Background: an optimization exercise with open tools, aiming at small area and a short achievable clock period. Do not read the settings as production practice.
RTL that was checked went through simulation tests only; none was proved equivalent to the original.
The RTL of runs 1 and 2 was laid out without a check of its function.
No activity file was given, so power comes from the tool's default toggle rates.

**run.sh**
```bash
#!/bin/bash
# synth_recipe.tcl (not shown) runs the flow's synth.tcl, then flattens the netlist and writes it again
# the make line also repeats each setting of config.mk as NAME=value (left out here)
make -C /OpenROAD-flow-scripts/flow DESIGN_CONFIG=/design/flow/config.mk WORK_HOME=/design/flow/orfs CLKGATE_MAP_FILE= SYNTH_SCRIPT=/design/flow/synth_recipe.tcl finish
```
**design.v**
```verilog
`timescale 1ns / 1ps
module TwoToOneMux(input logic [15:0] a, b,
	input logic sel_mux,
	output logic [15:0] out);
    always_comb
	    out <= sel_mux ? b : a;
endmodule
`timescale 1ns / 1ps
module alu(input logic [15:0] I, a, b, mem_rdata,
	input logic is_lw, is_sw, is_add, is_addi, is_and, is_or, is_xor,
	            is_andi, is_slli, is_srai,
	output logic [15:0] wd, sum,
	output logic ovf);
	logic [15:0] y, sh_in, sh_out, rev_out;
	logic [5:0] nz;
	logic [3:0] sh;
	logic sh_ok;
	assign nz = {I[12], I[6:5], I[4:2]};
	always_comb
		if (is_lw | is_sw) y = {{10{I[5]}}, I[12], I[11:10], I[6], 2'b00};
		else if (is_add) y = b;
		else y = {{10{nz[5]}}, nz};
	assign sum = a + y;
	assign ovf = (is_lw | is_sw | is_add | is_addi) &
		((~a[15] & ~y[15] & sum[15]) | (a[15] & y[15] & ~sum[15]));
	assign sh = nz[3:0];
	assign sh_ok = nz[5:4] == 2'b00;
	always_comb
		for (int i = 0; i < 16; i++)
			sh_in[i] = is_srai ? a[15 - i] : a[i];
	assign sh_out = sh_ok ? (sh_in << sh) : 16'd0;
	always_comb
		for (int i = 0; i < 16; i++)
			rev_out[i] = sh_out[15 - i];
	always_comb begin
		wd = 16'd0;
		if (is_lw) wd = mem_rdata;
		if (is_add | is_addi) wd = wd | sum;
		if (is_and) wd = wd | (a & b);
		if (is_or) wd = wd | (a | b);
		if (is_xor) wd = wd | (a ^ b);
		if (is_andi) wd = wd | (a & {10'd0, nz});
		if (is_slli) wd = wd | sh_out;
		if (is_srai) wd = wd | rev_out | {a[15], 15'd0};
	end
endmodule
`timescale 1ns / 1ps
module instruction_decoder(input logic [15:0] I,
    output logic is_lw, is_sw, is_beqz, is_bnez, is_add, is_addi, is_and,
                 is_or, is_xor, is_andi, is_slli, is_srai,
    output logic wen,
    output logic [2:0] waddr);
    logic q0, q2;
    assign q0 = I[15:13] == 3'b000;
    assign q2 = I[15:13] == 3'b100;
    assign is_lw   = I[15:13] == 3'b010;
    assign is_sw   = I[15:13] == 3'b110 && I[1:0] == 2'b00;
    assign is_beqz = I[15:13] == 3'b110 && I[1:0] == 2'b01;
    assign is_bnez = I[15:13] == 3'b111;
    assign is_add  = q2 && I[11:10] == 2'b01 && I[1:0] == 2'b10;
    assign is_srai = q2 && I[11:10] == 2'b01 && I[1:0] == 2'b01;
    assign is_and  = q2 && I[11:10] == 2'b11 && I[6:5] == 2'b11;
    assign is_or   = q2 && I[11:10] == 2'b11 && I[6:5] == 2'b10;
    assign is_xor  = q2 && I[11:10] == 2'b11 && I[6:5] == 2'b01;
    assign is_andi = q2 && I[11:10] == 2'b10;
    assign is_addi = q0 && I[1:0] == 2'b01;
    assign is_slli = q0 && I[1:0] == 2'b10;
    assign wen = is_lw | is_add | is_srai | is_and | is_or | is_xor |
                 is_andi | is_addi | is_slli;
    assign waddr = is_lw ? I[4:2] : I[9:7];
endmodule
`timescale 1ns / 1ps
module mapper(input [15:0] instruction,
              output logic [2:0] rs1,rs2,rd,
              output logic [6:0] immediate,
              output logic [5:0] nzimm,
              output logic [8:0] offset,
              output logic [3:0] opcode);
  always_comb
  begin
  opcode = 4'b1111;  
  nzimm = 0;
  offset = 0;
  immediate = 0;
  rs1=0;
  rs2=0;
  rd=0;
  case(instruction[15:13])
  3'b110:begin 
         case(instruction[1:0])
            2'b00 : begin immediate = {instruction[5],instruction[12],instruction[11:10],instruction[6],2'b00};rs1=instruction[9:7];rs2=instruction[4:2];opcode=4'b0001;end  
            2'b01 : begin offset = {instruction[12],instruction[12],instruction[6:5],instruction[2],instruction[11:10],instruction[4:3]}; rs1=instruction[9:7];opcode=4'b1010; end  
         endcase
           end
  3'b010: begin immediate = {instruction[5],instruction[12],instruction[11:10],instruction[6],2'b00};rs1=instruction[9:7]; rd = instruction[4:2];opcode=4'b0000; end  
  3'b100 : begin
           case(instruction[11:10])
                2'b01 : begin
                        case(instruction[1:0])
                        2'b10: begin rd = instruction[9:7]; rs2 = instruction[4:2];opcode=4'b0010; end  
                        2'b01: begin nzimm = {instruction[12],instruction[6:5],instruction[4:2]};rd = instruction[9:7];rs1=instruction[9:7];opcode= 4'b1000; end  
                        endcase 
                        end                                    
                2'b11 : begin
                        case(instruction[6:5])
                            2'b11: begin rs1 = instruction[9:7]; rd = instruction[9:7];rs2 = instruction[4:2];opcode=4'b0100;end  
                            2'b10: begin rs1 = instruction[9:7]; rd = instruction[9:7]; rs2 = instruction[4:2];opcode=4'b0110;end  
                            2'b01 : begin rs1 = instruction[9:7]; rd = instruction[9:7]; rs2 = instruction[4:2];opcode=4'b0111; end  
                         endcase 
                        end 
                2'b10 : begin immediate = {1'b0,instruction[12],instruction[6:5],instruction[4:2]}; rs1 = instruction[9:7]; rd = instruction[9:7];opcode=4'b0101; end  
            endcase
           end
  3'b000 : begin
           case(instruction[1:0])
                2'b01: begin nzimm = {instruction[12],instruction[6:5],instruction[4:2]};rs1 = instruction[9:7]; rd = instruction[9:7];opcode=4'b0011; end  
                2'b10 : begin nzimm = {instruction[12],instruction[6:5],instruction[4:2]};rd = instruction[9:7];opcode=4'b1001; end  
           endcase 
           end
  3'b111 : begin offset = {instruction[12],instruction[12],instruction[6:5],instruction[2],instruction[11:10],instruction[4:3]}; rs1 = instruction[9:7];opcode=4'b1011; end  
  endcase
  end
endmodule
`timescale 1ns / 1ps
module program_counter(input logic clk, rst, take_branch,
    input logic [7:0] offset,
	output logic [7:0] pc);
	always_ff @(posedge clk, posedge rst)
		if (rst) pc <= 0;
		else pc <= pc + (take_branch ? offset : 8'd1);
endmodule
`timescale 1ns / 1ps
module regfile(input logic rst, clk, wr_en,
	input logic [2:0] rd0_addr, rd1_addr, wr_addr,
	input logic [15:0] wr_data,
	output logic [15:0] rd0_data, rd1_data);
	logic [15:0] data [0:7];
	logic [7:0] valid;
	logic [7:0] we, s0, s1;
	always_comb
		for (int i = 0; i < 8; i++) begin
			we[i] = wr_en && wr_addr == i;
			s0[i] = valid[i] && rd0_addr == i;
			s1[i] = valid[i] && rd1_addr == i;
		end
	always_ff @(posedge clk, posedge rst)
		if (rst) valid <= 8'd0;
		else valid <= valid | we;
	always_ff @(posedge clk)
		for (int i = 0; i < 8; i++)
			if (we[i]) data[i] <= wr_data;
	always_comb begin
		rd0_data = 16'd0;
		rd1_data = 16'd0;
		for (int i = 0; i < 8; i++) begin
			rd0_data = rd0_data | ({16{s0[i]}} & data[i]);
			rd1_data = rd1_data | ({16{s1[i]}} & data[i]);
		end
	end
endmodule
`timescale 1ns / 1ps
module cpu16_top(input logic clk,
        input logic reset,
        output logic [7:0] imem_addr,       
        input logic [15:0] imem_rdata,      
        output logic [9:0] dmem_addr,       
        output logic [15:0] dmem_wdata,     
        output logic dmem_we,               
        input logic [15:0] dmem_rdata,      
        output logic ovf_ctrl,
        output logic take_branch
    );
    logic [15:0] I;
    logic [15:0] ra, rb, wd, sum;
    logic [2:0] waddr;
    logic wen;
    logic is_lw, is_sw, is_beqz, is_bnez, is_add, is_addi, is_and, is_or,
          is_xor, is_andi, is_slli, is_srai;
    assign I = imem_rdata;
    instruction_decoder dec(.I(I), .is_lw(is_lw), .is_sw(is_sw),
        .is_beqz(is_beqz), .is_bnez(is_bnez), .is_add(is_add),
        .is_addi(is_addi), .is_and(is_and), .is_or(is_or), .is_xor(is_xor),
        .is_andi(is_andi), .is_slli(is_slli), .is_srai(is_srai),
        .wen(wen), .waddr(waddr));
    regfile rf(.clk(clk), .rst(reset), .wr_en(wen), .wr_addr(waddr),
        .wr_data(wd), .rd0_addr(I[9:7]), .rd1_addr(I[4:2]),
        .rd0_data(ra), .rd1_data(rb));
    alu u_alu(.I(I), .a(ra), .b(rb), .mem_rdata(dmem_rdata),
        .is_lw(is_lw), .is_sw(is_sw), .is_add(is_add), .is_addi(is_addi),
        .is_and(is_and), .is_or(is_or), .is_xor(is_xor), .is_andi(is_andi),
        .is_slli(is_slli), .is_srai(is_srai),
        .wd(wd), .sum(sum), .ovf(ovf_ctrl));
    assign take_branch = (is_beqz & ~|ra) | (is_bnez & |ra);
    program_counter pcu(.clk(clk), .rst(reset), .take_branch(take_branch),
        .offset({I[12], I[6:5], I[2], I[11:10], I[4:3]}), .pc(imem_addr));
    assign dmem_addr = sum[9:0];
    assign dmem_wdata = rb;
    assign dmem_we = is_sw;
endmodule
```
**constraint.sdc**
```tcl
create_clock -name core_clock -period 15.0 [get_ports {clk}]
set_input_delay 3.0000 -clock core_clock [delete_from_list [all_inputs] [get_ports {clk}]]
set_output_delay 3.0000 -clock core_clock [all_outputs]
set_load 0.01 [all_outputs]
```
**config.mk**
```make
export PLATFORM = sky130hd
export DESIGN_NAME = cpu16_top
export DESIGN_NICKNAME = cpu16_top
export VERILOG_FILES = /design/flow/design.v
export SDC_FILE = /design/flow/constraint.sdc
export NUM_CORES = 4
export LEC_CHECK = 0
export CAP_MARGIN = 20
export CORE_MARGIN = 2
export CORE_UTILIZATION = 40
export SLEW_MARGIN = 20
```
==> impl_summary.log, run 1 <==
[metrics] row cnt: 56
[metrics] diodes inserted: 0
[metrics] count of final max-slew check failures: 0
[metrics] sequential fraction of design power: 35.2%
[metrics] Post-route DRC: 0
[metrics] I/O Pins: 71
[metrics] antenna violations before repair: 0
[metrics] fraction of final layout cells sized beyond drive strength 1: 13.4%
[metrics] peak ir drop on the vdd network: 77.3 uV
[metrics] Worst Skew: 0.0109 ns
[metrics] transition time of the tightest slew-check pin: 1.11 ns
[metrics] fin nets: 1028
[metrics] R2R setup slack: 9.63 ns
[metrics] P_sw: 453 uW
[metrics] CP startpoint kind: input pin
[metrics] Clock Sink Count: 144
[metrics] GRT overflow: 0
[metrics] root buffer cell: clkbuf_16
[metrics] largest driver fanout on the critical path: 17
[metrics] number of vias after detailed routing: 7966
[metrics] combinational fraction of design power: 32.5%
[metrics] Switching Fraction: 33.3%
[metrics] number of nets produced by synthesis: 965
[metrics] Synth cell types: 77
[metrics] total negative setup slack: 0 ns
[metrics] routability-driven placement congestion ratio: 0.994
[metrics] total chip power: 1360 uW
[metrics] Clock Pin Slew Worst Setup and Hold Paths: 0.06 ns
[metrics] wire length of the first global-routing pass: 47.6 mm
[metrics] Arr. time, crit path: 8.74 ns
[metrics] Internal Power: 908 uW
[metrics] Worst slew margin: 25.2%
[metrics] share of the clock period used by the worst path: 78.2%
[metrics] final hold violation count: 0
[metrics] area enclosed by the die boundary: 0.0251 sq mm
[metrics] FF+latch count, synth: 144
[metrics] top cell type's share of synthesized area: 40.3%
[metrics] sequential element share of the synthesized area: 44.5%
[metrics] post-route worst hold slack: 0.502 ns
[metrics] insertion delay of the later-clocked pin in the worst-skew pair: 0.43 ns
[metrics] synthesized netlist cell count: 873
[metrics] TritonCTS Buffers: 17
[metrics] post-synthesis area per instance: 10.9 sq um
[metrics] highest attainable clock frequency: 85.2 MHz
[metrics] cell type with the largest total area after synthesis: edfxtp_1
[metrics] required time of the worst setup path: 12.00 ns
[metrics] Pre-Repair DR Iteration Count: 7
[metrics] antenna violation net count after detailed routing: 0
[metrics] post_cts resized: 0
[metrics] cell types occupying the most area after synthesis: edfxtp_1 (40%), a22oi_1 (7.4%), ha_1 (7.3%), dfrtp_1 (4.2%), mux4_2 (3.8%)
[metrics] H-tree level count: 4
[metrics] # port buffers: 70
[metrics] GRT Util Overall: 26.1%
[metrics] Min Clock Period, post-route: 11.74 ns
[metrics] via count of the first global-routing pass: 7869
[metrics] CTS hold repair buffers: 0
[metrics] type of element capturing the critical path: output pin
[metrics] static power due to leakage: 0.00429 uW
[metrics] effective utilization at floorplan: 40.6%
[metrics] summed instance area of the synthesized netlist: 0.00954 sq mm
[metrics] Area growth, synth to finish: 17.1%
[metrics] chip height: 158 um
[metrics] core region area: 0.0235 sq mm
[metrics] leading cell type by number of instances after synthesis: edfxtp_1
[metrics] initial drt markers: 1058
[metrics] outcome: finished clean
[metrics] maximum number of pins on one net before global-route repair: 27
[metrics] per-cell via count in the routed design: 6.28
[metrics] TritonCTS clock tree: built
[metrics] Top FF cell, synth: edfxtp_1
[metrics] buffers from clock root to sink, at most: 2
[metrics] most used standard cells in the synthesized netlist: edfxtp_1 (128), a22oi_1 (94), nand2_1 (80)
[metrics] proportion of register bits with asynchronous set or reset after synthesis: 11.1%
[metrics] path type of the worst setup path: in2out
[metrics] maxcap violations: 0
[metrics] unrepaired setup endpoints after global routing: no
[metrics] final cell utilization of the core: 47.6%
[metrics] final routed wire length divided by cell count: 25.5 um
[metrics] number of buffers inserted by post-CTS setup repair: 0
[metrics] Detailed Route WL: 32.3 mm
[metrics] pwr/cell area: 122 mW/mm^2
[metrics] fraction of power consumed by the clock network: 32.3%
[metrics] path type of the worst min-delay path: reg2reg
[metrics] placed wire-length estimate: 22.3 mm
[metrics] number of warnings reported in the yosys synthesis log: 4
[metrics] count of flip-flops with a built-in enable after synthesis: 128
[metrics] die width: 158 um
[metrics] final-report setup violation count: 0
==> worst paths after layout <==
kind | to | cells past startpoint | from
worst max-delay path | ovf_ctrl | 17 | imem_rdata[4]
worst min-delay path | rf.valid[2]$_DFF_PP0_ | 1 | rf.valid[2]$_DFF_PP0_
worst max register to register | rf.data[2][14]$_DFFE_PP_ | 16 | rf.valid[1]$_DFF_PP0_
worst min register to register | rf.valid[2]$_DFF_PP0_ | 1 | rf.valid[2]$_DFF_PP0_
max in group asynchronous | rf.valid[0]$_DFF_PP0_ | 2 | reset
min in group asynchronous | rf.valid[3]$_DFF_PP0_ | 2 | reset
==> through the flow <==
stage / cells / worst slack [ns] / cell area [sq um]
2_1_floorplan: 873 / 5.23 / 9540
5_1_grt: 1268 / 3.02 / 11200
3_5_place_dp: 1236 / 3.43 / 10500
6_report: 1268 / 3.26 / 11200
4_1_cts: 1268 / 3.39 / 11200
3_3_place_gp: 1236 / 3.52 / 10500
==> worst max-delay path, cell delays in order <==
cell and delay, ns:
clkdlybuf4s50_1 0.81, nor2_1 0.41, and3_1 0.82, a221oi_1 0.17
and3_1 0.27, o22ai_1 0.27, ha_1 0.31, a211oi_1 0.31
o21ai_0 0.24, a41oi_1 0.33, a21oi_1 0.17, a41oi_1 0.32
mux2_2 0.39, nor2_1 0.14, mux2i_1 0.24, nor2_1 0.06
clkdlybuf4s50_1 0.48
==> per-layer routing <==
| metal | part of all wire [%] | global-route usage (%) | vias up | wire length, um |
|---|---|---|---|---|
| met4 | 4.6 | 13.8 | 0 | 1500 |
| li1 | - | - | 3543 | - |
| met5 | 0 | 0 | - | 0 |
| met1 | 40 | 33.6 | 3800 | 12800 |
| met3 | 10 | 4.82 | 106 | 3280 |
| met2 | 46 | 42.0 | 517 | 14700 |
==> state kept, by name (all words and copies together), names as in the netlist <==
register and flops:
rf.data 128, pcu.pc 8, rf.valid 8
==> layout make-up <==
type                            count  area (sq um)
Fill cell                        2149         12300
Multi-Input combinational cell    631          4850
Sequential cell                   144          4240
Timing Repair Buffer               93           873
Clock buffer                       17           425
Tap cell                          319           399
Clock inverter                     15           189
Inverter                           49           185
==> cell usage in the layout, fill, tap and decap left out, drive strengths merged, types with 9 or more instances in the layout <==
master           n
a21oi           42
a221oi          26
a22o            18
a22oi           96
and2             9
and3            21
buf             23
clkbuf          17
clkdlybuf4s50   70
dfrtp           16
edfxtp         128
ha              56
inv             57
mux2i           22
mux4            18
nand2           81
nor2            57
nor3            12
o21ai           25
o22ai           15
or2             12
xnor2           14
==> cells by family (layout without fill, tap and decap cells) <==
| logic type | after synthesis | after routing | share of synthesized area (%) |
|---|---|---|---|
| mux | 47 | 47 | 7.47 |
| flops | 144 | 144 | 44.5 |
| fa+ha+maj | 58 | 58 | 7.77 |
| buf+inv | 98 | 174 | 5.17 |
| simple gates | 233 | 233 | 12.5 |
| xor+xnor | 19 | 19 | 1.74 |
| compound gates | 274 | 274 | 20.8 |
==> power groups by stage <==
stage / Clock (uW) / Combinational (uW) / Sequential [uW]
final: 439 / 442 / 479
after detailed placement: 0 / 434 / 487
after global placement: 0 / 432 / 488
after global routing: 463 / 479 / 482
after floorplan: 0 / 265 / 488
after CTS: 445 / 436 / 479
==> run 2, diff against run 1 <==
--- a/config.mk
+++ b/config.mk
@@ -10,2 +10,3 @@
 export CORE_UTILIZATION = 40
+export SETUP_SLACK_MARGIN = 5
 export SLEW_MARGIN = 20
==> run 2 against run 1 <==
  * Still clean on timing, DRC and antenna
  * Sequential power is essentially flat
  * Via count grew 2.4%
  * Flip-flop and latch count is the same
  * First-iteration DRC count shrank 1.9%
  * Register-to-register slack gained 0.57 ns
  * Critical path type unchanged
  * Critical endpoint unchanged
  * Largest cell class unchanged
==> impl_summary.log, run 2 <==
[metrics] outcome: finished clean
[metrics] area share of fa/ha/maj cells after synthesis: 7.77%
[metrics] pwr/cell area: 119 mW/mm^2
[metrics] post-synthesis area per instance: 10.9 sq um
[metrics] highest attainable clock frequency: 101 MHz
[metrics] wire length of the first global-routing pass: 48.1 mm
[metrics] parity-gate share of the synthesized area counting xor and xnor cells: 1.74%
[metrics] final cell utilization of the core: 49.5%
[metrics] Min Clock Period, post-route: 9.87 ns
[metrics] multiplexer share of the synthesized area: 7.47%
[metrics] cell type with the largest total area after synthesis: edfxtp_1
[metrics] standard cell with the maximum stage delay on the critical path: ha_1
[metrics] number of nets produced by synthesis: 965
[metrics] most frequent cells in the layout: edfxtp_1 (128), a22oi_1 (94), nand2_1 (77)
[metrics] count of flip-flops with a built-in enable after synthesis: 128
[metrics] antenna violation net count after detailed routing: 0
[metrics] top cell type's share of synthesized area: 40.3%
[metrics] I/O Pins: 71
[metrics] total chip power: 1390 uW
[metrics] path type of the worst min-delay path: reg2reg
[metrics] effective utilization at floorplan: 40.6%
[metrics] via count of the first global-routing pass: 7982
[metrics] synthesized netlist cell count: 873
[metrics] Worst slew margin: 27.4%
[metrics] combinational family with the most area after synthesis: compound AO/OA/AOI/OAI gates
[metrics] row cnt: 56
[metrics] post-route worst hold slack: 0.513 ns
[metrics] Pre-Repair DR Iteration Count: 6
[metrics] total negative setup slack: 0 ns
[metrics] Clock Sink Count: 144
[metrics] buffers from clock root to sink, at most: 2
[metrics] most used standard cells in the synthesized netlist: edfxtp_1 (128), a22oi_1 (94), nand2_1 (80)
[metrics] Detailed Route WL: 32.8 mm
[metrics] per-cell via count in the routed design: 6.33
[metrics] routability-driven placement congestion ratio: 0.994
[metrics] CP startpoint kind: input pin
[metrics] stage delay of the slowest cell on the critical path: 0.38 ns
[metrics] type of element capturing the critical path: output pin
[metrics] count of final max-slew check failures: 0
[metrics] static power due to leakage: 0.00448 uW
[metrics] placed wire-length estimate: 22.3 mm
[metrics] transition time of the tightest slew-check pin: 1.08 ns
[metrics] diodes inserted: 0
[metrics] cell types occupying the most area after synthesis: edfxtp_1 (40%), a22oi_1 (7.4%), ha_1 (7.3%), dfrtp_1 (4.2%), mux4_2 (3.8%)
[metrics] TritonCTS Buffers: 17
[metrics] GRT overflow: 0
[metrics] root buffer cell: clkbuf_16
[metrics] final routed wire length divided by cell count: 25.5 um
[metrics] H-tree level count: 4
[metrics] area enclosed by the die boundary: 0.0251 sq mm
[metrics] FF+latch count, synth: 144
[metrics] antenna violations before repair: 0
[metrics] unrepaired setup endpoints after global routing: no
[metrics] proportion of register bits with asynchronous set or reset after synthesis: 11.1%
[metrics] summed instance area of the synthesized netlist: 0.00954 sq mm
[metrics] CTS hold repair buffers: 0
[metrics] number of placed cells counting well taps: 1236
[metrics] Synth cell types: 77
[metrics] commonest non-fill, non-tap cell in the layout: edfxtp_1
[metrics] share of the clock period used by the worst path: 65.8%
[metrics] number of vias after detailed routing: 8154
[metrics] Post-route DRC: 0
[metrics] registers with the most flip-flops: rf.data x128, pcu.pc x8, rf.valid x8
[metrics] leading cell type by number of instances after synthesis: edfxtp_1
[metrics] compound-gate portion of the synthesized area: 20.8%
[metrics] path type of the worst setup path: in2out
[metrics] Final Non-Filler Cells: 1288
[metrics] largest driver fanout on the critical path: 10
[metrics] maximum number of pins on one net before global-route repair: 27
[metrics] maxcap violations: 0
[metrics] Worst Skew: 0.0108 ns
[metrics] max reg flops: 128
[metrics] fin nets: 1048
[metrics] ordered cell list for the critical path: clkdlybuf4s15_2 -> buf_12 -> inv_8 -> nor3_2 -> buf_6 -> buf_4 -> a22o_1 -> a221oi_1 -> and3_4 -> a21oi_1 -> ha_1 -> nand2_1 -> nand2_1 -> a41oi_2 -> a21oi_2 -> a41oi_2 -> mux2_2 -> nor2_1 -> mux2i_1 -> nor2_1 -> dlygate4sd2_1
[metrics] die width: 158 um
[metrics] fraction of final layout cells sized beyond drive strength 1: 20.1%
[metrics] Area growth, synth to finish: 21.8%
[metrics] number of warnings reported in the yosys synthesis log: 4
[metrics] # port buffers: 70
[metrics] TritonCTS clock tree: built
[metrics] GRT Util Overall: 26.4%
[metrics] final-report setup violation count: 0
[metrics] required time of the worst setup path: 12.00 ns
[metrics] Clock Pin Slew Worst Setup and Hold Paths: 0.06 ns
[metrics] insertion delay of the later-clocked pin in the worst-skew pair: 0.43 ns
[metrics] peak ir drop on the vdd network: 77.2 uV
[metrics] chip height: 158 um
[metrics] Largest Register: rf.data
[metrics] share of synthesized cell area in and, or, nand and nor gates: 12.5%
[metrics] Top FF cell, synth: edfxtp_1
[metrics] Arr. time, crit path: 6.87 ns
[metrics] initial drt markers: 1038
[metrics] core region area: 0.0235 sq mm
[metrics] final hold violation count: 0
[metrics] sequential element share of the synthesized area: 44.5%
[run 2: power breakdown]
| group | internal (uW) | total, uW | switching [uW] |
|---|---|---|---|
| Combinational | 208 | 468 | 260 |
| Sequential | 463 | 480 | 16.9 |
| Clock | 254 | 439 | 185 |
[run 2: metrics by stage]
stage | worst slack [ns] | area, sq um
after global placement | 3.52 | 10500
after CTS | 5.00 | 11400
after global routing | 4.99 | 11600
after detailed placement | 3.43 | 10500
final | 5.13 | 11600
after floorplan | 5.23 | 9540
[run 2: worst max-delay path, delay by kind of cell]
kind	cells	cell delay (ns)
buf+inv	6	1.09
compound gates	6	1.04
fa+ha+maj	1	0.38
mux	2	0.62
simple gates	6	0.73
[run 2: path summary, 6_finish.rpt]
path / from / to / slack [ns] / depth (start not counted)
worst max-delay path: imem_rdata[2] / ovf_ctrl / 5.13 / 21
max in group asynchronous: reset / rf.valid[4]$_DFF_PP0_ / 11.62 / 2
worst min-delay path: pcu.pc[0]$_DFF_PP0_ / pcu.pc[0]$_DFF_PP0_ / 0.51 / 1
worst min register to register: pcu.pc[0]$_DFF_PP0_ / pcu.pc[0]$_DFF_PP0_ / 0.51 / 1
min in group asynchronous: reset / rf.valid[3]$_DFF_PP0_ / 2.96 / 2
worst max register to register: rf.valid[6]$_DFF_PP0_ / rf.data[2][14]$_DFFE_PP_ / 10.20 / 17
[run 2: repair_timing]
| action | 4_1_cts | 5_1_grt |
|---|---|---|
| buffers inserted | 8 | 11 |
| setup endpoints to repair | 11 | 3 |
| cloned | 1 | 0 |
| resized for setup | 70 | 36 |
| pin swaps | 6 | 15 |
[run 2: layout make-up]
class / instances / area (sq um)
clock buffers: 17 / 425
clock inverters: 15 / 189
fillers: 2118 / 11900
inverters: 49 / 198
multi-input cells: 631 / 5050
flip-flops and latches: 144 / 4240
well taps: 319 / 399
repair buffers: 113 / 1120
[run 2: cell families (layout without fill, tap and decap cells)]
logic type | count (synthesis) | in the layout
compound gates | 274 | 274
xor+xnor | 19 | 19
fa+ha+maj | 58 | 58
buf+inv | 98 | 194
flops | 144 | 144
mux | 47 | 47
simple gates | 233 | 233
[run 2: layer usage]
metal | track usage (%) | wire length (um) | vias to the layer above
met5 | 0 | 0 | -
met4 | 13.8 | 1690 | 0
met3 | 5.12 | 3280 | 117
met2 | 43.1 | 15000 | 544
met1 | 33.2 | 12800 | 3905
li1 | - | - | 3588
==> run 3, diff against run 2 <==
--- a/design.v
+++ b/design.v
@@ -13,15 +13,35 @@
 	output logic ovf);
-	logic [15:0] y, sh_in, sh_out, rev_out;
+	logic [15:0] y, p, g, sh_in, sh_out;
+	logic [15:0] G [0:4];
+	logic [15:0] P [0:4];
+	logic [16:0] c;
 	logic [5:0] nz;
-	logic [3:0] sh;
-	logic sh_ok;
+	logic [15:0] mimm, snz, znz;
+	logic mem_op, reg_op, sh_ok;
 	assign nz = {I[12], I[6:5], I[4:2]};
-	always_comb
-		if (is_lw | is_sw) y = {{10{I[5]}}, I[12], I[11:10], I[6], 2'b00};
-		else if (is_add) y = b;
-		else y = {{10{nz[5]}}, nz};
-	assign sum = a + y;
-	assign ovf = (is_lw | is_sw | is_add | is_addi) &
-		((~a[15] & ~y[15] & sum[15]) | (a[15] & y[15] & ~sum[15]));
-	assign sh = nz[3:0];
+	assign mimm = {{10{I[5]}}, I[12], I[11:10], I[6], 2'b00};
+	assign snz = {{10{nz[5]}}, nz};
+	assign znz = {10'd0, nz};
+	assign mem_op = is_lw | is_sw;
+	assign reg_op = is_add | is_and | is_or | is_xor;
+	assign y = ({16{mem_op}} & mimm) | ({16{reg_op}} & b) |
+	           ({16{is_addi}} & snz) | ({16{is_andi}} & znz);
+	assign p = a ^ y;
+	assign g = a & y;
+	always_comb begin
+		G[0] = g;
+		P[0] = p;
+		for (int l = 0; l < 4; l++)
+			for (int i = 0; i < 16; i++)
+				if ((i >> l) & 1) begin
+					G[l+1][i] = G[l][i] | (P[l][i] & G[l][((i >> l) << l) - 1]);
+					P[l+1][i] = P[l][i] & P[l][((i >> l) << l) - 1];
+				end else begin
+					G[l+1][i] = G[l][i];
+					P[l+1][i] = P[l][i];
+				end
+	end
+	assign c = {G[4], 1'b0};
+	assign sum = p ^ c[15:0];
+	assign ovf = (mem_op | is_add | is_addi) & ~(a[15] ^ y[15]) & (c[15] ^ a[15]);
 	assign sh_ok = nz[5:4] == 2'b00;
@@ -30,16 +50,9 @@
 			sh_in[i] = is_srai ? a[15 - i] : a[i];
-	assign sh_out = sh_ok ? (sh_in << sh) : 16'd0;
-	always_comb
+	assign sh_out = sh_in << nz[3:0];
+	always_comb begin
+		wd = ({16{is_lw}} & mem_rdata) | ({16{is_add | is_addi}} & sum) |
+		     ({16{is_and | is_andi | is_or}} & g) | ({16{is_xor | is_or}} & p) |
+		     ({16{is_slli & sh_ok}} & sh_out) | {is_srai & a[15], 15'd0};
 		for (int i = 0; i < 16; i++)
-			rev_out[i] = sh_out[15 - i];
-	always_comb begin
-		wd = 16'd0;
-		if (is_lw) wd = mem_rdata;
-		if (is_add | is_addi) wd = wd | sum;
-		if (is_and) wd = wd | (a & b);
-		if (is_or) wd = wd | (a | b);
-		if (is_xor) wd = wd | (a ^ b);
-		if (is_andi) wd = wd | (a & {10'd0, nz});
-		if (is_slli) wd = wd | sh_out;
-		if (is_srai) wd = wd | rev_out | {a[15], 15'd0};
+			wd[i] = wd[i] | (is_srai & sh_ok & sh_out[15 - i]);
 	end
@@ -127,5 +140,15 @@
 	output logic [7:0] pc);
+	logic [7:0] inc, nxt;
+	logic [8:0] c;
+	assign inc = take_branch ? offset : 8'd1;
+	always_comb begin
+		c[0] = 1'b0;
+		for (int i = 0; i < 8; i++) begin
+			nxt[i] = pc[i] ^ inc[i] ^ c[i];
+			c[i+1] = (pc[i] & inc[i]) | (pc[i] & c[i]) | (inc[i] & c[i]);
+		end
+	end
 	always_ff @(posedge clk, posedge rst)
 		if (rst) pc <= 0;
-		else pc <= pc + (take_branch ? offset : 8'd1);
+		else pc <= nxt;
 endmodule
--- a/config.mk
+++ b/config.mk
@@ -7,2 +7,3 @@
 export LEC_CHECK = 0
+export ABC_CLOCK_PERIOD_IN_PS = 4000
 export CAP_MARGIN = 20
==> run 3 against run 2 <==
  * Flip-flop and latch count unchanged
  * First-iteration DRC count increased by 58%
  * Clock power decreased by 3%
  * Still clean on timing, DRC and antenna
  * Sequential share of layout area increased by 2.0 points
  * Critical path type unchanged
  * Critical path depth decreased by 1
  * Highest routed layer unchanged
  * Core utilization increased by 0.99 points
  * Die area decreased by 6.5%
  * Hold slack got worse by 0.026 ns
  * Combinational power decreased by 25%
  * Clock skew increased by 0.0060 ns
==> impl_summary.log, run 3 <==
[metrics] outcome: finished clean
[metrics] area enclosed by the die boundary: 0.0235 sq mm
[metrics] Worst slew margin: 25.2%
[metrics] maxcap violations: 0
[metrics] Synth cell types: 75
[metrics] diodes inserted: 0
[metrics] core region area: 0.0218 sq mm
[metrics] post-synthesis area per instance: 11.2 sq um
[metrics] TritonCTS clock tree: built
[metrics] Top FF cell, synth: edfxtp_1
[metrics] synthesized netlist cell count: 792
[metrics] buffers from clock root to sink, at most: 2
[metrics] H-tree level count: 4
[metrics] count of final max-slew check failures: 0
[metrics] end point of the worst hold path: rf.valid[5]$_DFF_PP0_
[metrics] # port buffers: 70
[metrics] total negative setup slack: 0 ns
[metrics] largest driver fanout on the critical path: 10
[metrics] Arr. time, crit path: 6.92 ns
[metrics] I/O Pins: 71
[metrics] registers with the most flip-flops: rf.data x128, pcu.pc x8, rf.valid x8
[metrics] cell count of the worst reg-to-reg path: 20
[metrics] static power due to leakage: 0.00419 uW
[metrics] final-report setup violation count: 0
[metrics] Min Clock Period, post-route: 9.92 ns
[metrics] standard cell with the maximum stage delay on the critical path: a222oi_1
[metrics] type of element capturing the critical path: output pin
[metrics] path type of the worst min-delay path: reg2reg
[metrics] final hold violation count: 0
[metrics] fraction of final layout cells sized beyond drive strength 1: 22.4%
[metrics] maximum number of pins on one net before global-route repair: 24
[metrics] pwr/cell area: 114 mW/mm^2
[metrics] commonest non-fill, non-tap cell in the layout: edfxtp_1
[metrics] path type of the worst setup path: in2out
[metrics] routability-driven placement congestion ratio: 0.982
[metrics] Clock Sink Count: 144
[metrics] final routed wire length divided by cell count: 28.2 um
[metrics] die width: 153 um
[metrics] terminus of the critical flop-to-flop path: pcu.pc[7]$_DFF_PP0_
[metrics] per-cell via count in the routed design: 6.86
[metrics] cell types occupying the most area after synthesis: edfxtp_1 (43%), a22oi_1 (5.7%), a222oi_1 (5.2%), dfrtp_1 (4.5%), mux4_2 (2.8%)
[metrics] start point of the worst min-delay path: rf.valid[5]$_DFF_PP0_
[metrics] leading cell type by number of instances after synthesis: edfxtp_1
[metrics] CP startpoint kind: input pin
[metrics] TritonCTS Buffers: 17
[metrics] highest attainable clock frequency: 101 MHz
[metrics] count of flip-flops with a built-in enable after synthesis: 128
[metrics] Detailed Route WL: 33.3 mm
[metrics] unrepaired setup endpoints after global routing: no
[metrics] insertion delay of the later-clocked pin in the worst-skew pair: 0.43 ns
[metrics] share of the clock period used by the worst path: 66.1%
[metrics] effective utilization at floorplan: 40.8%
[metrics] cell type with the largest total area after synthesis: edfxtp_1
[metrics] final cell utilization of the core: 50.5%
[metrics] chip height: 153 um
[metrics] Clock Pin Slew Worst Setup and Hold Paths: 0.07 ns
[metrics] reg2reg start: rf.valid[7]$_DFF_PP0_
[metrics] Post-route DRC: 0
[metrics] Pre-Repair DR Iteration Count: 14
[metrics] initial drt markers: 1639
[metrics] top cell type's share of synthesized area: 43.2%
[metrics] antenna violation net count after detailed routing: 0
[metrics] Worst Skew: 0.0168 ns
[metrics] stage delay of the slowest cell on the critical path: 0.40 ns
[metrics] placed wire-length estimate: 21.8 mm
[metrics] most frequent cells in the layout: edfxtp_1 (128), a22oi_1 (68), nand2_1 (64)
[metrics] FF+latch count, synth: 144
[metrics] GRT Util Overall: 28.2%
[metrics] post-route worst hold slack: 0.487 ns
[metrics] cell mode on critical path: a21o_1
[metrics] summed instance area of the synthesized netlist: 0.00890 sq mm
[metrics] wire length of the first global-routing pass: 49.7 mm
[metrics] transition time of the tightest slew-check pin: 1.11 ns
[metrics] ordered cell list for the critical path: clkbuf_2 -> buf_12 -> clkinvlp_4 -> nor3_4 -> and2_4 -> buf_4 -> a222oi_1 -> nand3_1 -> a21o_1 -> ha_1 -> nor2b_2 -> o31a_1 -> o221a_4 -> o221ai_4 -> o21ai_2 -> a21o_1 -> a21oi_4 -> xnor2_1 -> nor3_1 -> buf_2
[metrics] Area growth, synth to finish: 23.8%
[metrics] start point of the critical path: imem_rdata[2]
[metrics] GRT overflow: 0
[metrics] number of warnings reported in the yosys synthesis log: 6
[metrics] Largest Register: rf.data
[metrics] R2R setup slack: 8.76 ns
[metrics] antenna violations before repair: 0
[metrics] sequential element share of the synthesized area: 47.7%
[metrics] number of nets produced by synthesis: 853
[metrics] peak ir drop on the vdd network: 70.9 uV
[metrics] via count of the first global-routing pass: 7728
[metrics] proportion of register bits with asynchronous set or reset after synthesis: 11.1%
[metrics] Min-Delay Path Depth: 1
[metrics] fin nets: 947
[metrics] required time of the worst setup path: 12.00 ns
[metrics] most used standard cells in the synthesized netlist: edfxtp_1 (128), a22oi_1 (68), nand2_1 (64)
[metrics] max reg flops: 128
[metrics] row cnt: 54
[metrics] root buffer cell: clkbuf_16
[metrics] number of vias after detailed routing: 8091
==> run 3: changes by cell type after synthesis, sizes merged, moves of 9 or more <==
cell,change
a21bo,+11
a21oi,-19
a221oi,-16
a222oi,+43
a22oi,-21
and3,-12
ha,-39
inv,-12
mux2i,-13
nand2,-14
nand3,+18
nor3,+9
o22ai,-12
==> run 3: what timing repair did <==
item	4_1_cts	5_1_grt
endpoints found under the setup margin	11	8
pin swaps	18	10
gates resized for setup	59	21
hold buffers	0	0
endpoints found under the hold margin	0	0
setup buffers	34	7
cloned	1	1
==> run 3: cell type report <==
type | instances | area, sq um
inverters | 35 | 143
flip-flops and latches | 144 | 4240
clock buffers | 17 | 425
multi-input cells | 553 | 4380
clock inverters | 15 | 188
fillers | 1971 | 10800
well taps | 280 | 350
repair buffers | 135 | 1290
==> run 3: logic make-up (layout without fill, tap and decap cells) <==
| logic type | Yosys count | count (layout) | share of synthesized area [%] |
|---|---|---|---|
| compound gates | 248 | 248 | 22.6 |
| simple gates | 235 | 235 | 13.6 |
| flops | 144 | 144 | 47.7 |
| buf+inv | 95 | 202 | 5.20 |
| fa+ha+maj | 27 | 27 | 4.64 |
| mux | 27 | 27 | 4.68 |
| xor+xnor | 16 | 16 | 1.57 |
==> run 3: worst max-delay path by stage <==
stage,to,slack [ns],cells after the start
2_1_floorplan,ovf_ctrl,5.01,21
3_3_place_gp,ovf_ctrl,2.87,20
3_5_place_dp,ovf_ctrl,2.72,20
4_1_cts,ovf_ctrl,4.81,20
5_1_grt,ovf_ctrl,4.98,20
6_report,ovf_ctrl,5.08,20
==> run 3: metal layers <==
| metal | global-route usage [%] | routed length, um | up-vias |
|---|---|---|---|
| met5 | 0 | 0 | - |
| met4 | 11.3 | 1280 | 0 |
| met3 | 9.75 | 4320 | 101 |
| met2 | 41.2 | 14400 | 678 |
| met1 | 38.5 | 13300 | 3947 |
| li1 | - | - | 3365 |
==> run 3: where the power goes <==
part           internal [uW]  switching, uW
logic                    150            201
clock network            227            201
registers                462           16.7
==> run 3: critical path, delay by kind of cell <==
family          cells  cell delay [ns]
compound gates      8             1.95
xor+xnor            1             0.08
fa+ha+maj           1             0.31
buf+inv             5             0.79
simple gates        5             0.77
==> run 3: metrics by stage <==
stage               cells  total power [uW]  area [sq um]  setup slack [ns]
finish               1179              1260         11000              5.08
floorplan             792               666          8900              5.01
detailed placement   1102               805          9810              2.72
CTS                  1169              1250         10900              4.81
global placement     1102               804          9810              2.87
global route         1179              1300         11000              4.98
==> run 4, diff against run 3 <==
--- a/config.mk
+++ b/config.mk
@@ -7,3 +7,2 @@
 export LEC_CHECK = 0
-export ABC_CLOCK_PERIOD_IN_PS = 4000
 export CAP_MARGIN = 20
==> run 4 against run 3 <==
  * First-iteration DRC count unchanged
  * Core utilization unchanged
  * Largest cell class unchanged
  * Non-clock buffer count unchanged
  * Still clean on timing, DRC and antenna
  * Sequential share of layout area unchanged
  * Cell count unchanged
  * Die area unchanged
  * Cell area unchanged
  * Clock skew unchanged
  * Total power unchanged
  * Synthesized area unchanged
  * Flip-flop and latch count unchanged
==> impl_summary.log, run 4 <==
[metrics] cell type with the largest total area after synthesis: edfxtp_1
[metrics] Clock Pin Slew Worst Setup and Hold Paths: 0.07 ns
[metrics] Detailed Route WL: 33.3 mm
[metrics] count of final max-slew check failures: 0
[metrics] pwr/cell area: 114 mW/mm^2
[metrics] largest driver fanout on the critical path: 10
[metrics] path type of the worst min-delay path: reg2reg
[metrics] Post-Place Setup Slack: 2.72 ns
[metrics] buffers from clock root to sink, at most: 2
[metrics] maxcap violations: 0
[metrics] number of vias after detailed routing: 8091
[metrics] post-route worst hold slack: 0.487 ns
[metrics] R2R setup slack: 8.76 ns
[metrics] cell types occupying the most area after synthesis: edfxtp_1 (43%), a22oi_1 (5.7%), a222oi_1 (5.2%), dfrtp_1 (4.5%), mux4_2 (2.8%)
[metrics] number of warnings reported in the yosys synthesis log: 6
[metrics] number of nets produced by synthesis: 853
[metrics] commonest non-fill, non-tap cell in the layout: edfxtp_1
[metrics] top cell type's share of synthesized area: 43.2%
[metrics] outcome: finished clean
[metrics] root buffer cell: clkbuf_16
[metrics] final-report setup violation count: 0
[metrics] CP startpoint kind: input pin
[metrics] transition time of the tightest slew-check pin: 1.11 ns
[metrics] total negative setup slack: 0 ns
[metrics] wire length of the first global-routing pass: 49.7 mm
[metrics] summed instance area of the synthesized netlist: 0.00890 sq mm
[metrics] leading cell type by number of instances after synthesis: edfxtp_1
[metrics] Worst Skew: 0.0168 ns
[metrics] fraction of final layout cells sized beyond drive strength 1: 22.4%
[metrics] Arr. time, crit path: 6.92 ns
[metrics] Area growth, synth to finish: 23.8%
[metrics] insertion delay of the later-clocked pin in the worst-skew pair: 0.43 ns
[metrics] fin nets: 947
[metrics] antenna violation net count after detailed routing: 0
[metrics] static power due to leakage: 0.00419 uW
[metrics] area enclosed by the die boundary: 0.0235 sq mm
[metrics] Pre-Repair DR Iteration Count: 14
[metrics] max reg flops: 128
[metrics] slack of the critical path: 5.08 ns
[metrics] FF+latch count, synth: 144
[metrics] Synth cell types: 75
[metrics] TritonCTS clock tree: built
[metrics] per-cell via count in the routed design: 6.86
[metrics] highest attainable clock frequency: 101 MHz
[metrics] unrepaired setup endpoints after global routing: no
[metrics] Min Clock Period, post-route: 9.92 ns
[metrics] Post-route DRC: 0
[metrics] H-tree level count: 4
[metrics] die width: 153 um
[metrics] required time of the worst setup path: 12.00 ns
[metrics] proportion of register bits with asynchronous set or reset after synthesis: 11.1%
[metrics] routability-driven placement congestion ratio: 0.982
[metrics] most used standard cells in the synthesized netlist: edfxtp_1 (128), a22oi_1 (68), nand2_1 (64)
[metrics] # port buffers: 70
[metrics] Worst slew margin: 25.2%
[metrics] share of the clock period used by the worst path: 66.1%
[metrics] synthesized netlist cell count: 792
[metrics] initial drt markers: 1639
[metrics] core region area: 0.0218 sq mm
[metrics] via count of the first global-routing pass: 7728
[metrics] effective utilization at floorplan: 40.8%
[metrics] Clock Sink Count: 144
[metrics] maximum number of pins on one net before global-route repair: 24
[metrics] diodes inserted: 0
[metrics] sequential element share of the synthesized area: 47.7%
[metrics] Largest Register: rf.data
[metrics] CTS hold repair buffers: 0
[metrics] path type of the worst setup path: in2out
[metrics] peak ir drop on the vdd network: 70.9 uV
[metrics] registers with the most flip-flops: rf.data x128, pcu.pc x8, rf.valid x8
[metrics] antenna violations before repair: 0
[metrics] GRT overflow: 0
[metrics] final hold violation count: 0
[metrics] type of element capturing the critical path: output pin
[metrics] TritonCTS Buffers: 17
[metrics] final routed wire length divided by cell count: 28.2 um
[metrics] I/O Pins: 71
[metrics] placed wire-length estimate: 21.8 mm
[metrics] count of flip-flops with a built-in enable after synthesis: 128
[metrics] GRT Util Overall: 28.2%
[metrics] Top FF cell, synth: edfxtp_1
[metrics] row cnt: 54
[metrics] most frequent cells in the layout: edfxtp_1 (128), a22oi_1 (68), nand2_1 (64)
[metrics] chip height: 153 um
[metrics] post-synthesis area per instance: 11.2 sq um
## run 4: cell counts in the layout (fill, tap and decap cells not counted)
Identical to the previous run, type by type.
## run 4: final timing paths
kind / startpoint / to / cells past startpoint
min: rf.valid[5]$_DFF_PP0_ / rf.valid[5]$_DFF_PP0_ / 1
min in group asynchronous: reset / pcu.pc[0]$_DFF_PP0_ / 2
min reg2reg: rf.valid[5]$_DFF_PP0_ / rf.valid[5]$_DFF_PP0_ / 1
max: imem_rdata[2] / ovf_ctrl / 20
max in group asynchronous: reset / rf.valid[4]$_DFF_PP0_ / 2
max reg2reg: rf.valid[7]$_DFF_PP0_ / pcu.pc[7]$_DFF_PP0_ / 20
## run 4: cell families (layout without fill, tap and decap cells)
family	count (synthesis)	after routing	synth area share [%]
fa+ha+maj	27	27	4.64
xor+xnor	16	16	1.57
buf+inv	95	202	5.20
flops	144	144	47.7
compound gates	248	248	22.6
simple gates	235	235	13.6
mux	27	27	4.68
## run 4: cell type report
type,instances,area (sq um)
clock buffers,17,425
clock inverters,15,188
fillers,1971,10800
inverters,35,143
multi-input cells,553,4380
flip-flops and latches,144,4240
well taps,280,350
repair buffers,135,1290
## run 4: per-layer routing
metal  global-route usage, %  vias to the layer above  share of wire (%)
li1                        -                     3365                  -
met1                    38.5                     3947                 40
met2                    41.2                      678                 43
met3                    9.75                      101                 13
met4                    11.3                        0                3.8
met5                       0                        -                  0
## run 4: through the flow
stage | cell area (sq um) | instances | util (%) | power [uW]
floorplan | 8900 | 792 | - | 666
global placement | 9810 | 1102 | 44.9 | 804
detailed placement | 9810 | 1102 | 44.9 | 805
CTS | 10900 | 1169 | 49.9 | 1250
global route | 11000 | 1179 | 50.5 | 1300
finish | 11000 | 1179 | 50.5 | 1260
## run 4: repair_timing
action / CTS / global route
pin swaps: 18 / 10
gates resized for setup: 59 / 21
cloned: 1 / 1
endpoints found under the setup margin: 11 / 8
setup buffers: 34 / 7
## run 4: power breakdown
group	total [uW]	internal, uW	switching [uW]
registers	479	462	16.7
clock network	427	227	201
logic	351	150	201
## run 4: worst max-delay path, cell delays in order
cell	delay [ns]
clkbuf_2	0.15
buf_12	0.18
clkinvlp_4	0.14
nor3_4	0.06
and2_4	0.15
buf_4	0.16
a222oi_1	0.40
nand3_1	0.26
a21o_1	0.24
ha_1	0.31
nor2b_2	0.17
o31a_1	0.33
o221a_4	0.26
o221ai_4	0.21
o21ai_2	0.11
a21o_1	0.20
a21oi_4	0.20
xnor2_1	0.08
nor3_1	0.13
buf_2	0.16
==> run 5, diff against run 4 <==
--- a/config.mk
+++ b/config.mk
@@ -10,2 +10,3 @@
 export CORE_UTILIZATION = 40
+export CTS_BUF_LIST = sky130_fd_sc_hd__clkbuf_4 sky130_fd_sc_hd__clkbuf_8
 export SETUP_SLACK_MARGIN = 5
==> run 5 against run 4 <==
  * Sequential power barely moved
  * Global-route usage fell by 0.16 points
  * Cell count fell by 0.17%
==> impl_summary.log, run 5 <==
[metrics] placed wire-length estimate: 21.8 mm
[metrics] Post-route DRC: 0
[metrics] ordered cell list for the critical path: clkbuf_2 -> buf_12 -> clkinvlp_4 -> nor3_4 -> and2_4 -> buf_4 -> a222oi_1 -> nand3_1 -> a21o_1 -> ha_1 -> nor2b_2 -> o31a_1 -> o221a_4 -> o221ai_4 -> o21ai_2 -> a21o_1 -> a21oi_4 -> xnor2_1 -> nor3_1 -> buf_2
[metrics] Min Clock Period, post-route: 9.87 ns
[metrics] GRT overflow: 0
[metrics] root buffer cell: clkbuf_8
[metrics] static power due to leakage: 0.00409 uW
[metrics] TritonCTS clock tree: built
[metrics] I/O Pins: 71
[metrics] diodes inserted: 0
[metrics] Area growth, synth to finish: 21.5%
[metrics] proportion of register bits with asynchronous set or reset after synthesis: 11.1%
[metrics] CTS hold repair buffers: 0
[metrics] Internal Power: 740 uW
[metrics] via count of the first global-routing pass: 7697
[metrics] fraction of final layout cells sized beyond drive strength 1: 22.2%
[metrics] H-tree level count: 4
[metrics] antenna violations before repair: 0
[metrics] fraction of power consumed by the clock network: 27.6%
[metrics] Worst Skew: 0.0239 ns
[metrics] Pre-Repair DR Iteration Count: 9
[metrics] GRT Util Overall: 28.0%
[metrics] final routed wire length divided by cell count: 28.1 um
[metrics] standard cell with the maximum stage delay on the critical path: a222oi_1
[metrics] cell mode on critical path: a21o_1
[metrics] Clock Pin Slew Worst Setup and Hold Paths: 0.09 ns
[metrics] antenna violation net count after detailed routing: 0
[metrics] number of nets produced by synthesis: 853
[metrics] number of warnings reported in the yosys synthesis log: 6
[metrics] Worst slew margin: 19.3%
[metrics] terminus of the critical flop-to-flop path: pcu.pc[7]$_DFF_PP0_
[metrics] leading cell type by number of instances after synthesis: edfxtp_1
[metrics] most frequent cells in the layout: edfxtp_1 (128), a22oi_1 (68), nand2_1 (64)
[metrics] peak ir drop on the vdd network: 66.7 uV
[metrics] sequential fraction of design power: 41.8%
[metrics] share of the clock period used by the worst path: 65.8%
[metrics] highest attainable clock frequency: 101 MHz
[metrics] per-cell via count in the routed design: 6.77
[metrics] path type of the worst min-delay path: reg2reg
[metrics] reg2reg start: rf.valid[7]$_DFF_PP0_
[metrics] Largest Register: rf.data
[metrics] total negative setup slack: 0 ns
[metrics] FF+latch count, synth: 144
[metrics] top cell type's share of synthesized area: 43.2%
[metrics] largest driver fanout on the critical path: 10
[metrics] transition time of the tightest slew-check pin: 1.20 ns
[metrics] unrepaired setup endpoints after global routing: no
[metrics] synthesized netlist cell count: 792
[metrics] Switching Fraction: 35.4%
[metrics] maximum number of pins on one net before global-route repair: 24
[metrics] R2R setup slack: 8.75 ns
[metrics] pwr/cell area: 106 mW/mm^2
[metrics] most used standard cells in the synthesized netlist: edfxtp_1 (128), a22oi_1 (68), nand2_1 (64)
[metrics] required time of the worst setup path: 12.00 ns
[metrics] buffers from clock root to sink, at most: 2
[metrics] count of final max-slew check failures: 0
[metrics] stage delay of the slowest cell on the critical path: 0.36 ns
[metrics] Synth cell types: 75
[metrics] P_sw: 405 uW
[metrics] number of vias after detailed routing: 7964
[metrics] fin nets: 945
[metrics] routability-driven placement congestion ratio: 0.982
[metrics] core region area: 0.0218 sq mm
[metrics] effective utilization at floorplan: 40.8%
[metrics] cell types occupying the most area after synthesis: edfxtp_1 (43%), a22oi_1 (5.7%), a222oi_1 (5.2%), dfrtp_1 (4.5%), mux4_2 (2.8%)
[metrics] Top FF cell, synth: edfxtp_1
[metrics] timing endpoint of the critical path: ovf_ctrl
[metrics] Clock Sink Count: 144
[metrics] start point of the critical path: imem_rdata[2]
[metrics] max reg flops: 128
[metrics] combinational fraction of design power: 30.6%
[metrics] area enclosed by the die boundary: 0.0235 sq mm
[metrics] count of flip-flops with a built-in enable after synthesis: 128
[metrics] insertion delay of the later-clocked pin in the worst-skew pair: 0.47 ns
[metrics] row cnt: 54
[metrics] sequential element share of the synthesized area: 47.7%
[metrics] initial drt markers: 1659
[metrics] type of element capturing the critical path: output pin
[metrics] registers with the most flip-flops: rf.data x128, pcu.pc x8, rf.valid x8
[metrics] cell count of the worst reg-to-reg path: 20
[metrics] post-synthesis area per instance: 11.2 sq um
[metrics] outcome: finished clean
[metrics] # port buffers: 70
[metrics] final cell utilization of the core: 49.5%
[metrics] chip height: 153 um
[metrics] path type of the worst setup path: in2out
[metrics] commonest non-fill, non-tap cell in the layout: edfxtp_1
[metrics] Detailed Route WL: 33.1 mm
[metrics] maxcap violations: 0
[metrics] CP startpoint kind: input pin
[metrics] final-report setup violation count: 0
[metrics] cell type with the largest total area after synthesis: edfxtp_1
[metrics] wire length of the first global-routing pass: 49.1 mm
[metrics] Arr. time, crit path: 6.87 ns
[metrics] summed instance area of the synthesized netlist: 0.00890 sq mm
[metrics] final hold violation count: 0
[metrics] TritonCTS Buffers: 17
[metrics] die width: 153 um
## run 5: cell counts after synthesis
No cell type changed its count.
## run 5: layer usage
| metal | track usage (%) | vias to the layer above | share of wire [%] | wire length (um) |
|---|---|---|---|---|
| met3 | 10.8 | 103 | 14 | 4620 |
| met5 | 2.28 | - | 0 | 0 |
| met1 | 37.6 | 3881 | 39 | 13100 |
| met4 | 12.2 | 0 | 4.5 | 1490 |
| met2 | 40.2 | 627 | 42 | 13900 |
| li1 | - | 3353 | - | - |
## run 5: cells by family (layout without fill, tap and decap cells)
group	Yosys count	in the layout	synth area share [%]
flops	144	144	47.7
mux	27	27	4.68
compound gates	248	248	22.6
simple gates	235	235	13.6
xor+xnor	16	16	1.57
buf+inv	95	200	5.20
fa+ha+maj	27	27	4.64
## run 5: worst max-delay path: cells and delay by family
family,cells,cell delay [ns]
AOI/OAI and AO/OA,8,1.91
xor gates and xnor gates,1,0.08
adders and majority gates,1,0.31
buffers and inverters,5,0.79
and+or+nand+nor,5,0.76
## run 5: worst min-delay path by stage
stage	startpoint	to	slack [ns]	cells past startpoint
2_1_floorplan	rf.valid[1]$_DFF_PP0_	rf.valid[1]$_DFF_PP0_	0.45	1
3_3_place_gp	rf.valid[1]$_DFF_PP0_	rf.valid[1]$_DFF_PP0_	0.48	1
3_5_place_dp	rf.valid[7]$_DFF_PP0_	rf.valid[7]$_DFF_PP0_	0.48	1
4_1_cts	rf.valid[5]$_DFF_PP0_	rf.valid[5]$_DFF_PP0_	0.50	1
5_1_grt	rf.valid[5]$_DFF_PP0_	rf.valid[5]$_DFF_PP0_	0.53	1
6_report	rf.valid[7]$_DFF_PP0_	rf.valid[7]$_DFF_PP0_	0.50	1
## run 5: power by group through the flow
stage	sequential, uW	clock, uW	combinational, uW
final	479	316	350
after detailed placement	486	0	319
after CTS	478	320	336
after global routing	481	337	372
after floorplan	487	0	179
after global placement	486	0	318
## run 5: layout make-up
type / count / area [sq um]
sequential: 144 / 4240
clock buffer: 17 / 234
tap: 280 / 350
inverter: 35 / 143
multi-input combinational: 553 / 4380
fill: 2003 / 11000
clock inverter: 15 / 188
timing repair buffer: 133 / 1270
## run 5: metrics by stage
| step | cells | hold WS, ns | worst slack, ns | instance area, sq um | power (uW) |
|---|---|---|---|---|---|
| after floorplan | 792 | 0.446 | 5.01 | 8900 | 666 |
| after global placement | 1102 | 0.480 | 2.87 | 9810 | 804 |
| after detailed placement | 1102 | 0.475 | 2.72 | 9810 | 805 |
| after CTS | 1167 | 0.505 | 4.81 | 10700 | 1130 |
| after global routing | 1177 | 0.526 | 4.98 | 10800 | 1190 |
| final | 1177 | 0.503 | 5.13 | 10800 | 1140 |
## run 5: repair_timing
action                                  in CTS  in global routing
buffers inserted                            32                  7
resized for setup                           59                 21
endpoints found under the setup margin      11                  8
gates cloned                                 1                  1
pin swaps                                   17                 11
hold endpoints to repair                     0                  0
==> run 6, diff against run 5 <==
==> flow/run.sh (new file) <==
#!/bin/bash
set -euo pipefail
cd "$(dirname "$0")/.."
export BUFFER_PORTS_ARGS="-buffer_cell sky130_fd_sc_hd__buf_1"
export SETUP_SLACK_MARGIN=7
bash standard.sh > make.log 2>&1
==> standard.sh (new file) <==
#!/bin/bash
# synth_recipe.tcl (not shown) runs the flow's synth.tcl, then flattens the netlist and writes it again
# the make line also repeats each setting of config.mk as NAME=value (left out here)
make -C /OpenROAD-flow-scripts/flow DESIGN_CONFIG=/design/flow/config.mk WORK_HOME=/design/flow/orfs CLKGATE_MAP_FILE= SYNTH_SCRIPT=/design/flow/synth_recipe.tcl "${@:-finish}"
--- a/config.mk
+++ b/config.mk
@@ -10,4 +10,2 @@
 export CORE_UTILIZATION = 40
-export CTS_BUF_LIST = sky130_fd_sc_hd__clkbuf_4 sky130_fd_sc_hd__clkbuf_8
-export SETUP_SLACK_MARGIN = 5
 export SLEW_MARGIN = 20
removed: run.sh
==> run 6 against run 5 <==
  * Still clean on timing, DRC and antenna
  * Total power up 8.4%
  * Sequential power about the same
  * Clock power up 27%
  * Critical path depth unchanged
  * Hold slack worse by 0.0019 ns
  * Cell area up 4.5%
  * Fmax up 4.9%
  * Synthesized cell count unchanged
  * First-iteration DRC count down 1.1%
  * Cell count up 3.1%
  * Sequential share of layout area down 1.7 points
  * Worst setup slack better by 0.46 ns
  * Critical path type unchanged
  * Critical endpoint unchanged
  * Largest power group unchanged
==> impl_summary.log, run 6 <==
[metrics] chip height: 153 um
[metrics] cell type with the largest total area after synthesis: edfxtp_1
[metrics] Clock Pin Slew Worst Setup and Hold Paths: 0.06 ns
[metrics] registers with the most flip-flops: rf.data x128, pcu.pc x8, rf.valid x8
[metrics] total negative setup slack: 0 ns
[metrics] unrepaired setup endpoints after global routing: yes
[metrics] routability-driven placement congestion ratio: 0.976
[metrics] fin nets: 982
[metrics] path type of the worst min-delay path: reg2reg
[metrics] required time of the worst setup path: 12.00 ns
[metrics] Worst Skew: 0.0114 ns
[metrics] start point of the critical path: imem_rdata[2]
[metrics] per-cell via count in the routed design: 6.82
[metrics] antenna violations before repair: 1
[metrics] GRT Util Overall: 29.3%
[metrics] Synth cell types: 75
[metrics] largest driver fanout on the critical path: 7
[metrics] synthesized netlist cell count: 792
[metrics] buffers from clock root to sink, at most: 2
[metrics] row cnt: 54
[metrics] wire length of the first global-routing pass: 51.2 mm
[metrics] TritonCTS clock tree: built
[metrics] count of final max-slew check failures: 0
[metrics] root buffer cell: clkbuf_16
[metrics] transition time of the tightest slew-check pin: 1.13 ns
[metrics] proportion of register bits with asynchronous set or reset after synthesis: 11.1%
[metrics] type of element capturing the critical path: output pin
[metrics] FF+latch count, synth: 144
[metrics] die width: 153 um
[metrics] maxcap violations: 0
[metrics] CTS hold repair buffers: 0
[metrics] sequential element share of the synthesized area: 47.7%
[metrics] most frequent cells in the layout: edfxtp_1 (128), buf_4 (72), a22oi_1 (64)
[metrics] share of the clock period used by the worst path: 62.8%
[metrics] Largest Register: rf.data
[metrics] initial drt markers: 1641
[metrics] reg2reg start: rf.valid[2]$_DFF_PP0_
[metrics] # port buffers: 70
[metrics] H-tree level count: 4
[metrics] maximum number of pins on one net before global-route repair: 24
[metrics] Post-route DRC: 0
[metrics] peak ir drop on the vdd network: 95.5 uV
[metrics] effective utilization at floorplan: 40.8%
[metrics] commonest non-fill, non-tap cell in the layout: edfxtp_1
[metrics] antenna violation net count after detailed routing: 0
[metrics] path type of the worst setup path: in2out
[metrics] Worst slew margin: 23.8%
[metrics] number of warnings reported in the yosys synthesis log: 6
[metrics] final hold violation count: 0
[metrics] Arr. time, crit path: 6.41 ns
[metrics] highest attainable clock frequency: 106 MHz
[metrics] leading cell type by number of instances after synthesis: edfxtp_1
[metrics] placed wire-length estimate: 22.2 mm
[metrics] Final Non-Filler Cells: 1214
[metrics] core region area: 0.0218 sq mm
[metrics] final routed wire length divided by cell count: 28.9 um
[metrics] CP startpoint kind: input pin
[metrics] final-report setup violation count: 0
[metrics] via count of the first global-routing pass: 8043
[metrics] Min Clock Period, post-route: 9.41 ns
[metrics] top cell type's share of synthesized area: 43.2%
[metrics] fraction of final layout cells sized beyond drive strength 1: 31.9%
[metrics] start point of the worst min-delay path: rf.valid[5]$_DFF_PP0_
[metrics] I/O Pins: 71
[metrics] summed instance area of the synthesized netlist: 0.00890 sq mm
[metrics] Clock Sink Count: 144
[metrics] post-synthesis area per instance: 11.2 sq um
[metrics] total chip power: 1240 uW
[metrics] Area growth, synth to finish: 27.0%
[metrics] most used standard cells in the synthesized netlist: edfxtp_1 (128), a22oi_1 (68), nand2_1 (64)
[metrics] number of vias after detailed routing: 8276
[metrics] max reg flops: 128
[metrics] Pre-Repair DR Iteration Count: 9
[metrics] diodes inserted: 0
[metrics] count of flip-flops with a built-in enable after synthesis: 128
[metrics] static power due to leakage: 0.00425 uW
[metrics] GRT overflow: 0
[metrics] outcome: finished clean
[metrics] cell types occupying the most area after synthesis: edfxtp_1 (43%), a22oi_1 (5.7%), a222oi_1 (5.2%), dfrtp_1 (4.5%), mux4_2 (2.8%)
[metrics] Top FF cell, synth: edfxtp_1
[metrics] area enclosed by the die boundary: 0.0235 sq mm
[metrics] TritonCTS Buffers: 17
[metrics] insertion delay of the later-clocked pin in the worst-skew pair: 0.43 ns
[metrics] number of placed cells counting well taps: 1108
[metrics] Detailed Route WL: 35.1 mm
[metrics] final cell utilization of the core: 51.8%
[metrics] pwr/cell area: 110 mW/mm^2
[metrics] number of nets produced by synthesis: 853
-- run 6: worst paths after layout --
| path | depth (start not counted) | slack [ns] | to |
|---|---|---|---|
| max | 20 | 5.59 | ovf_ctrl |
| min | 1 | 0.50 | rf.valid[5]$_DFF_PP0_ |
| max reg2reg | 24 | 9.39 | pcu.pc[7]$_DFF_PP0_ |
| min reg2reg | 1 | 0.50 | rf.valid[5]$_DFF_PP0_ |
| max in group asynchronous | 2 | 11.94 | pcu.pc[4]$_DFF_PP0_ |
| min in group asynchronous | 2 | 2.64 | rf.valid[7]$_DFF_PP0_ |
-- run 6: cells by family (layout without fill, tap and decap cells) --
| family | Yosys count | count (layout) | synth area share (%) |
|---|---|---|---|
| buffers and inverters | 95 | 233 | 5.20 |
| adder cells (fa/ha/maj) | 27 | 27 | 4.64 |
| AND/OR/NAND/NOR | 235 | 239 | 13.6 |
| XOR/XNOR | 16 | 16 | 1.57 |
| flip-flops | 144 | 144 | 47.7 |
| multiplexers | 27 | 27 | 4.68 |
| AO/OA/AOI/OAI | 248 | 248 | 22.6 |
-- run 6: cell type report --
cell class / instances / area [sq um]
Clock inverter: 15 / 125
Inverter: 35 / 160
Clock buffer: 17 / 425
Sequential cell: 144 / 4240
Multi-Input combinational cell: 557 / 4650
Fill cell: 1915 / 10500
Tap cell: 280 / 350
Timing Repair Buffer: 166 / 1350
-- run 6: repair_timing --
item,CTS,global route
gates cloned,7,1
gates resized for setup,111,52
setup buffers,50,16
hold endpoints to repair,0,0
pin swaps,31,36
setup endpoints to repair,31,13
-- run 6: through the flow --
stage	cell area, sq um	worst slack [ns]	hold WS, ns
after floorplan	9120	5.77	0.445
after global placement	9530	4.71	0.463
after detailed placement	9530	4.69	0.473
after CTS	11000	5.59	0.496
after global routing	11300	5.49	0.508
final	11300	5.59	0.501
-- run 6: where the power goes --
| group | leakage, uW | internal [uW] | switching [uW] |
|---|---|---|---|
| logic | 0.00262 | 143 | 215 |
| registers | 0.00137 | 462 | 19.2 |
| clock network | 0.000266 | 217 | 185 |
-- run 6: critical path, stage by stage --
cell	delay [ns]
buf_8	0.10
buf_12	0.14
inv_12	0.06
nor3_4	0.06
and2_4	0.18
buf_4	0.16
a222oi_1	0.39
nand3_1	0.21
a21o_1	0.22
ha_2	0.32
o21a_1	0.18
o31a_1	0.12
o221a_4	0.25
o221ai_4	0.16
o21ai_2	0.09
a21o_1	0.20
a21oi_4	0.22
xnor2_2	0.09
nor3_2	0.10
buf_2	0.15
-- run 6: metal layers --
metal | up-vias | wire (um) | track usage, %
met5 | - | 11 | 0
met4 | 2 | 1270 | 10.8
met3 | 103 | 4660 | 8.73
met2 | 670 | 15300 | 42.5
met1 | 4064 | 13900 | 41.4
li1 | 3437 | - | -

[what the ideal ports hide]
No port has a modelled driver above. Below, the same layouts with a new extraction and two added sets of constraints.
Step 1 assumes that a clkbuf_16 drives the clock port and a buf_2 every other input.
Step 2 times the ports against the registers' clock, not the clock port: input delays grow and output delays shrink by t, the midpoint of the rising clock arrivals with the driver on.
Three values: ideal, step 1, step 2; two values: the first two.
| run | t (ns) | slack for setup (ns) | clock arrival spread, ns | worst slew at a driven data input, ns |
|---|---|---|---|---|
| run 1 | 0.473 | 3.263 / 3.239 / 3.239 | 0.011 / 0.010 | 0.06 |
| run 2 | 0.474 | 5.127 / 5.106 / 5.106 | 0.011 / 0.011 | 0.06 |
| run 3 | 0.469 | 5.081 / 5.052 / 5.052 | 0.017 / 0.017 | 0.06 |
| run 4 | 0.469 | 5.081 / 5.052 / 5.052 | 0.017 / 0.017 | 0.06 |
| run 5 | 0.508 | 5.128 / 5.099 / 5.099 | 0.024 / 0.024 | 0.05 |
| run 6 | 0.472 | 5.587 / 5.548 / 5.548 | 0.011 / 0.011 | 0.07 |
After both steps every run listed still meets setup and hold. For run 6, which loses most, drivers alone change the setup slack by -0.039 ns; drivers and shift together by -0.039 ns.
